Context: an optimization exercise on an open-source flow, tuned for small area and a short achievable clock period. The choices shown serve that exercise and are no tape-out recipe. RTL that was checked went through simulation tests only; none was proved equivalent to the original.

==> run a <==
## DSP
module DSP(A, B, C, D, clk, rst_n, P);
input  [17:0] A, B, D;
input  [47:0] C;
input clk, rst_n;
output reg [47:0] P;
reg  [17:0] s1, s2, s3, a1;
reg  [4:0] ah;
reg  [30:0] y0;
reg  [30:0] y1;
reg  [30:0] y2;
reg  [47:0] z0;
reg  [47:0] z1;
wire pp1;
wire pp2;
wire pp3;
wire pp4;
wire pp5;
wire pp6;
wire pp7;
wire pp8;
wire pp9;
wire pp10;
wire pp11;
wire pp12;
wire pp13;
wire pp14;
wire pp15;
wire pp16;
wire pp17;
wire pp18;
wire pp19;
wire pp20;
wire pp21;
wire pp22;
wire pp23;
wire pp24;
wire pp25;
wire pp26;
wire pp27;
wire pp28;
wire pp29;
wire pp30;
wire pp31;
wire pp32;
wire pp33;
wire pp34;
wire pp35;
wire pp36;
wire pp37;
wire pp38;
wire pp39;
wire pp40;
wire pp41;
wire pp42;
wire pp43;
wire pp44;
wire pp45;
wire pp46;
wire pp47;
wire pp48;
wire pp49;
wire pp50;
wire pp51;
wire pp52;
wire pp53;
wire pp54;
wire pp55;
wire pp56;
wire pp57;
wire pp58;
wire pp59;
wire pp60;
wire pp61;
wire pp62;
wire pp63;
wire pp64;
wire pp65;
wire pp66;
wire pp67;
wire pp68;
wire pp69;
wire pp70;
wire pp71;
wire pp72;
wire pp73;
wire pp74;
wire pp75;
wire pp76;
wire pp77;
wire pp78;
wire pp79;
wire pp80;
wire pp81;
wire pp82;
wire pp83;
wire pp84;
wire pp85;
wire pp86;
wire pp87;
wire pp88;
wire pp89;
wire pp90;
wire pp91;
wire pp92;
wire pp93;
wire pp94;
wire pp95;
wire pp96;
wire pp97;
wire pp98;
wire pp99;
wire pp100;
wire pp101;
wire pp102;
wire pp103;
wire pp104;
wire pp105;
wire pp106;
wire pp107;
wire pp108;
wire pp109;
wire pp110;
wire pp111;
wire pp112;
wire pp113;
wire pp114;
wire pp115;
wire pp116;
wire pp117;
wire pp118;
wire pp119;
wire pp120;
wire pp121;
wire pp122;
wire pp123;
wire pp124;
wire pp125;
wire pp126;
wire pp127;
wire pp128;
wire pp129;
wire pp130;
wire pp131;
wire pp132;
wire pp133;
wire pp134;
wire pp135;
wire pp136;
wire pp137;
wire pp138;
wire pp139;
wire pp140;
wire pp141;
wire pp142;
wire pp143;
wire pp144;
wire pp145;
wire pp146;
wire pp147;
wire pp148;
wire pp149;
wire pp150;
wire pp151;
wire pp152;
wire pp153;
wire pp154;
  ...
==> flow/config.mk <==
export PLATFORM = sky130hd
export DESIGN_NAME = DSP
export DESIGN_NICKNAME = DSP
export VERILOG_FILES = /design/flow/design.v
export SDC_FILE = /design/flow/constraint.sdc
export NUM_CORES = 4
export LEC_CHECK = 0
export CAP_MARGIN = 20
export CORE_MARGIN = 2
export CORE_UTILIZATION = 40
export CTS_BUF_LIST = sky130_fd_sc_hd__clkbuf_16
export CTS_CLUSTER_DIAMETER = 200
export CTS_CLUSTER_SIZE = 30
export SETUP_SLACK_MARGIN = 4.05
export SLEW_MARGIN = 20
export SYNTH_HIERARCHICAL = 1
==> flow/constraint.sdc <==
create_clock -name core_clock -period 7.0 [get_ports {clk}]
set_input_delay 1.4000 -clock core_clock [delete_from_list [all_inputs] [get_ports {clk}]]
set_output_delay 1.4000 -clock core_clock [all_outputs]
set_load 0.01 [all_outputs]
standard.sh (not shown) runs the stock make flow with config.mk's settings and CLKGATE_MAP_FILE= SYNTH_SCRIPT=/design/flow/synth_recipe.tcl, a recipe that flattens the netlist after the stock synthesis.
==> flow/flow/run.sh <==
#!/bin/bash
# The standard layout, with two changes to how it is made:
#  - the port buffers are plain sky130 buf_1 cells (the default pick is a slow delay cell),
#  - timing repair may swap cells across footprints (so it can resize those buffers).
set -euo pipefail
bash standard.sh "BUFFER_PORTS_ARGS=-buffer_cell sky130_fd_sc_hd__buf_1" MATCH_CELL_FOOTPRINT=0 finish > standard.log 2>&1
==> run b (differences from run a) <==
ABC_AREA = 1   (was unset)
SETUP_SLACK_MARGIN = 3.9   (was 4.05)
==> results.toml <==
[synthesis]
ys_top_cells_by_count = "692 x nand2_1, 527 x inv_1, 294 x fa_1"
synth_compound_area_share_pct = 1.05
syn_nets = 2691

[routing]
via_count = 13640

[setup_path]
worstPathRequired_ns = 7.38
ff2ff_setup_slack_ns = 3.98
crit_slowest_cell = "dfxtp_1"
cp-start-kind = "flop"
crit_path_cell_trace = "nand2_1, inv_1, fa_1, fa_1, fa_1, fa_1"
crit_arrival_ns = 3.40

[pwr]
p_sw_share_pct = 46.4

[placement]
gp_congestion = 0.897

[sta]
whs_ns = 0.337
timing.final.crit_share_pct = 43.2

[cells_and_area]
final_area_sq_um = 22100
nNonClkInverters = 543
bufAreaShareNonClock_pct = 2.71

[hold_path]
holdPathEnd = "s2[17]$_DFF_P_"

[global_route]
grt_pass1_wl_um = 77100
met1_usage_pct = 23.7

[clock_tree]
clock_latency_ns = 0.51

[status]
outcome = "timing/DRC/antenna clean"
[end of results for run b]
==> results.toml <==
[setup_path]
worstPathRequired_ns = 7.42
crit_slowest_cell = "fa_2"
cp-start-kind = "input pin"
r2r-end = "y2[18]$_DFF_PN0_"

[clock_tree]
clock_latency_ns = 0.53

[pwr]
p_sw_share_pct = 42.1

[status]
outcome = "timing/DRC/antenna clean"

[routing]
via_count = 10443
first_pass_iters = 5
wl_met2_um = 19500

[global_route]
grt_pass1_vias = 11716
met1_usage_pct = 24.2

[synthesis]
synth_fa_ha_area_share_pct = 36.8
synth_compound_area_share_pct = 5.33
ys_top_cells_by_count = "329 x and2_1, 294 x fa_1, 258 x dfrtp_1"
syn_nets = 1842

[cells_and_area]
final_area_sq_um = 20400
bufAreaShareNonClock_pct = 4.30
clkbuf_count = 13

[sta]
whs_ns = 0.331

[hold_path]
holdPathEnd = "s2[11]$_DFF_P_"
[end of results for run a]


==> inputs of try-sierra <==
DSP, a different RTL version from the one above (not shown whole).
export LEC_CHECK = 0
export CAP_MARGIN = 20
export CORE_MARGIN = 2
export CORE_UTILIZATION = 40
export CTS_BUF_LIST = sky130_fd_sc_hd__clkbuf_16
export CTS_CLUSTER_DIAMETER = 200
export CTS_CLUSTER_SIZE = 24
export SETUP_SLACK_MARGIN = 4.0
export SLEW_MARGIN = 20
export SYNTH_HIERARCHICAL = 1
create_clock -name core_clock -period 7.0 [get_ports {clk}]
Scripts as last shown in full above: flow/flow/run.sh
==> try-fjord: changes against try-sierra <==
--- a/flow/design.v
+++ b/flow/design.v
@@ -1783,21 +1783,21 @@
   end
 end
 always @(posedge clk or negedge rst_n) begin
   if (!rst_n) begin
     s1n <= {18{1'b1}};
-    s2n <= {18{1'b1}};
-    s3n <= {18{1'b1}};
+    a1n <= {18{1'b1}};
+    ahn <= {18{1'b1}};
   end else begin
     s1n <= ~(sbd);
-    s2n <= s1n;
-    s3n <= s2n;
+    a1n <= ~A;
+    ahn <= a1n[17:13];
   end
 end
 always @(posedge clk) begin
-  a1n <= ~A;
-  ahn <= a1n[17:13];
+  s2n <= s1n;
+  s3n <= s2n;
 end
 endmodule
 module dsp_fa(input a, input b, input c, output s, output co);
 assign s = a ^ b ^ c;
 assign co = (a & b) | (a & c) | (b & c);
--- a/flow/config.mk
+++ b/flow/config.mk
@@ -8,9 +8,9 @@
 export CAP_MARGIN = 20
 export CORE_MARGIN = 2
 export CORE_UTILIZATION = 40
 export CTS_BUF_LIST = sky130_fd_sc_hd__clkbuf_16
 export CTS_CLUSTER_DIAMETER = 200
-export CTS_CLUSTER_SIZE = 24
+export CTS_CLUSTER_SIZE = 30
 export SETUP_SLACK_MARGIN = 4.0
 export SLEW_MARGIN = 20
 export SYNTH_HIERARCHICAL = 1
==> try-xenon: changes against try-sierra <==
--- a/flow/design.v
+++ b/flow/design.v
@@ -8,11 +8,10 @@
 reg  [30:0] y0;
 reg  [30:0] y1;
 reg  [30:0] y2;
 reg  [47:0] z0;
 reg  [47:0] z1;
-reg  [9:0] zl;
 wire pp1;
 wire pp2;
 wire pp3;
 wire pp4;
 wire pp5;
@@ -1585,11 +1584,10 @@
     y0 <= 0;
     y1 <= 0;
     y2 <= 0;
     z0 <= 0;
     z1 <= 0;
-    zl <= 0;
   end else begin
     y0[0] <= pp1;
     y0[1] <= pp19;
     y0[2] <= pp20;
     y0[3] <= pp4;
@@ -1672,10 +1670,19 @@
     y2[24] <= yfc390;
     y2[25] <= yfs392;
     y2[26] <= yfc392;
     y2[27] <= yfc393;
     y2[28] <= yfc394;
+    z0[0] <= y0[0];
+    z0[1] <= zhs597;
+    z0[2] <= zhc597;
+    z0[3] <= zfc598;
+    z0[4] <= zfc599;
+    z0[5] <= zfc600;
+    z0[6] <= zfc601;
+    z0[7] <= zfc602;
+    z0[8] <= zfc603;
     z0[9] <= zfc604;
     z0[10] <= zfc605;
     z0[11] <= zfc606;
     z0[12] <= zfc607;
     z0[13] <= zfc608;
@@ -1711,10 +1718,19 @@
     z0[43] <= C[43];
     z0[44] <= C[44];
     z0[45] <= C[45];
     z0[46] <= C[46];
     z0[47] <= C[47];
+    z1[0] <= C[0];
+    z1[1] <= C[1];
+    z1[2] <= zfs598;
+    z1[3] <= zfs599;
+    z1[4] <= zfs600;
+    z1[5] <= zfs601;
+    z1[6] <= zfs602;
+    z1[7] <= zfs603;
+    z1[8] <= zfs604;
     z1[9] <= zfs605;
     z1[10] <= zfs606;
     z1[11] <= zfs607;
     z1[12] <= zfs608;
     z1[13] <= zfs609;
@@ -1738,38 +1754,19 @@
     z1[31] <= zfc626;
     z1[32] <= zfs628;
     z1[33] <= zfc628;
     z1[34] <= zfc629;
     z1[35] <= zfc630;
-    zl <= {1'b0, {zfc603, zfc602, zfc601, zfc600, zfc599, zfc598, zhc597, zhs597, y0[0]}} + {1'b0, {zfs604, zfs603, zfs602, zfs601, zfs600, zfs599, zfs598, C[1], C[0]}};
-    P <= {z0[47:9] + z1[47:9] + zl[9], zl[8:0]};
+    P <= z0 + z1;
     y0[30] <= 1'b0;
     y1[0] <= 1'b0;
     y1[29] <= 1'b0;
     y1[30] <= 1'b0;
     y2[0] <= 1'b0;
     y2[1] <= 1'b0;
     y2[29] <= 1'b0;
     y2[30] <= 1'b0;
-    z0[0] <= 1'b0;
-    z0[1] <= 1'b0;
-    z0[2] <= 1'b0;
-    z0[3] <= 1'b0;
-    z0[4] <= 1'b0;
-    z0[5] <= 1'b0;
-    z0[6] <= 1'b0;
-    z0[7] <= 1'b0;
-    z0[8] <= 1'b0;
-    z1[0] <= 1'b0;
-    z1[1] <= 1'b0;
-    z1[2] <= 1'b0;
-    z1[3] <= 1'b0;
-    z1[4] <= 1'b0;
-    z1[5] <= 1'b0;
-    z1[6] <= 1'b0;
-    z1[7] <= 1'b0;
-    z1[8] <= 1'b0;
     z1[36] <= 1'b0;
     z1[37] <= 1'b0;
     z1[38] <= 1'b0;
     z1[39] <= 1'b0;
     z1[40] <= 1'b0;
@@ -1783,21 +1780,21 @@
   end
 end
 always @(posedge clk or negedge rst_n) begin
   if (!rst_n) begin
     s1n <= {18{1'b1}};
-    s2n <= {18{1'b1}};
-    s3n <= {18{1'b1}};
+    a1n <= {18{1'b1}};
+    ahn <= {18{1'b1}};
   end else begin
     s1n <= ~(sbd);
-    s2n <= s1n;
-    s3n <= s2n;
+    a1n <= ~A;
+    ahn <= a1n[17:13];
   end
 end
 always @(posedge clk) begin
-  a1n <= ~A;
-  ahn <= a1n[17:13];
+  s2n <= s1n;
+  s3n <= s2n;
 end
 endmodule
 module dsp_fa(input a, input b, input c, output s, output co);
 assign s = a ^ b ^ c;
 assign co = (a & b) | (a & c) | (b & c);
--- a/flow/config.mk
+++ b/flow/config.mk
@@ -8,9 +8,9 @@
 export CAP_MARGIN = 20
 export CORE_MARGIN = 2
 export CORE_UTILIZATION = 40
 export CTS_BUF_LIST = sky130_fd_sc_hd__clkbuf_16
 export CTS_CLUSTER_DIAMETER = 200
-export CTS_CLUSTER_SIZE = 24
+export CTS_CLUSTER_SIZE = 30
 export SETUP_SLACK_MARGIN = 4.0
 export SLEW_MARGIN = 20
 export SYNTH_HIERARCHICAL = 1
==> flow_summary_export.csv <==
group,metric,value,unit
yosys,synthAdderAreaFrac,0.3826,
layout,nFlopsAndLatches,286,
layout,layout_top_registers,"P: 48 flops, z0: 39 flops, y0: 30 flops",
yosys,synthSimpleGateAreaFrac,0.1043,
yosys,synth.yosys.seq_area_share,0.3998,
timing,rsz0062_at_grt,"true",
status,status,"finished clean",
worst_setup_path,worstPathRequired,7.37,ns
clock_tree,cts.repair.resized,25,
[end of results for try-fjord]
==> flow_summary_export.csv <==
group,metric,value,unit
status,status,"finished clean",
yosys,synthAdderAreaFrac,0.3688,
worst_setup_path,worstPathRequired,7.38,ns
layout,layout_top_registers,"P: 48 flops, z0: 48 flops, z1: 36 flops",
clock_tree,cts.repair.resized,21,
yosys,synthSimpleGateAreaFrac,0.1056,
layout,nFlopsAndLatches,294,
yosys,synth.yosys.seq_area_share,0.3979,
timing,rsz0062_at_grt,"true",
[end of results for try-xenon]
==> flow_summary_export.csv <==
group,metric,value,unit
layout,layout_top_registers,"P: 48 flops, z0: 39 flops, y0: 30 flops",
layout,nFlopsAndLatches,286,
clock_tree,cts.repair.resized,22,
yosys,synthSimpleGateAreaFrac,0.1038,
timing,rsz0062_at_grt,"false",
worst_setup_path,worstPathRequired,7.37,ns
yosys,synth.yosys.seq_area_share,0.4025,
status,status,"finished clean",
[end of results for try-sierra]
For try-fjord and try-xenon, only the layout was checked, not whether the RTL still works.

## separate check: timing with driven ports
Ports are ideal in the flow. The routed layouts listed here were re-timed in OpenROAD.
Step 1 (the two cells are an assumption about what drives the block):
set clk [get_ports {clk}]
set_driving_cell -lib_cell sky130_fd_sc_hd__clkbuf_16 $clk
set_driving_cell -lib_cell sky130_fd_sc_hd__buf_2 [delete_from_list [all_inputs] $clk]
Step 2 adds t to the input delays and takes it off the output delays; t is the mean of the earliest and latest rising clock arrival at the registers after step 1. Input paths then give back, and output paths get back, about the clock's delay inside the block.
Three values: ideal ports, drivers, drivers and shift; two values: the first two.
run | t (ns) | setup slack, ns | hold WS [ns] | latest minus earliest clock arrival (ns) | slew at the worst register clock pin (ns)
run a | 0.563 | 4.002 / 4.014 / 3.451 | 0.331 / 0.331 / 0.331 | 0.036 / 0.036 | 0.12 / 0.12
run b | 0.555 | 3.978 / 3.978 / 3.512 | 0.337 / 0.337 / 0.337 | 0.021 / 0.020 | 0.12 / 0.12
try-sierra | 0.548 | 4.035 / 4.035 / 3.563 | 0.322 / 0.322 / 0.322 | 0.018 / 0.019 | 0.10 / 0.10
try-fjord | 0.549 | 3.983 / 3.983 / 3.609 | 0.352 / 0.352 / 0.352 | 0.037 / 0.037 | 0.12 / 0.12
try-xenon | 0.544 | 4.026 / 4.026 / 3.556 | 0.356 / 0.356 / 0.356 | 0.024 / 0.023 | 0.12 / 0.12
After both steps setup and hold are still met in every run listed. The setup slack of run a, which loses most, moves by +0.012 ns with the drivers and by -0.551 ns with both steps.
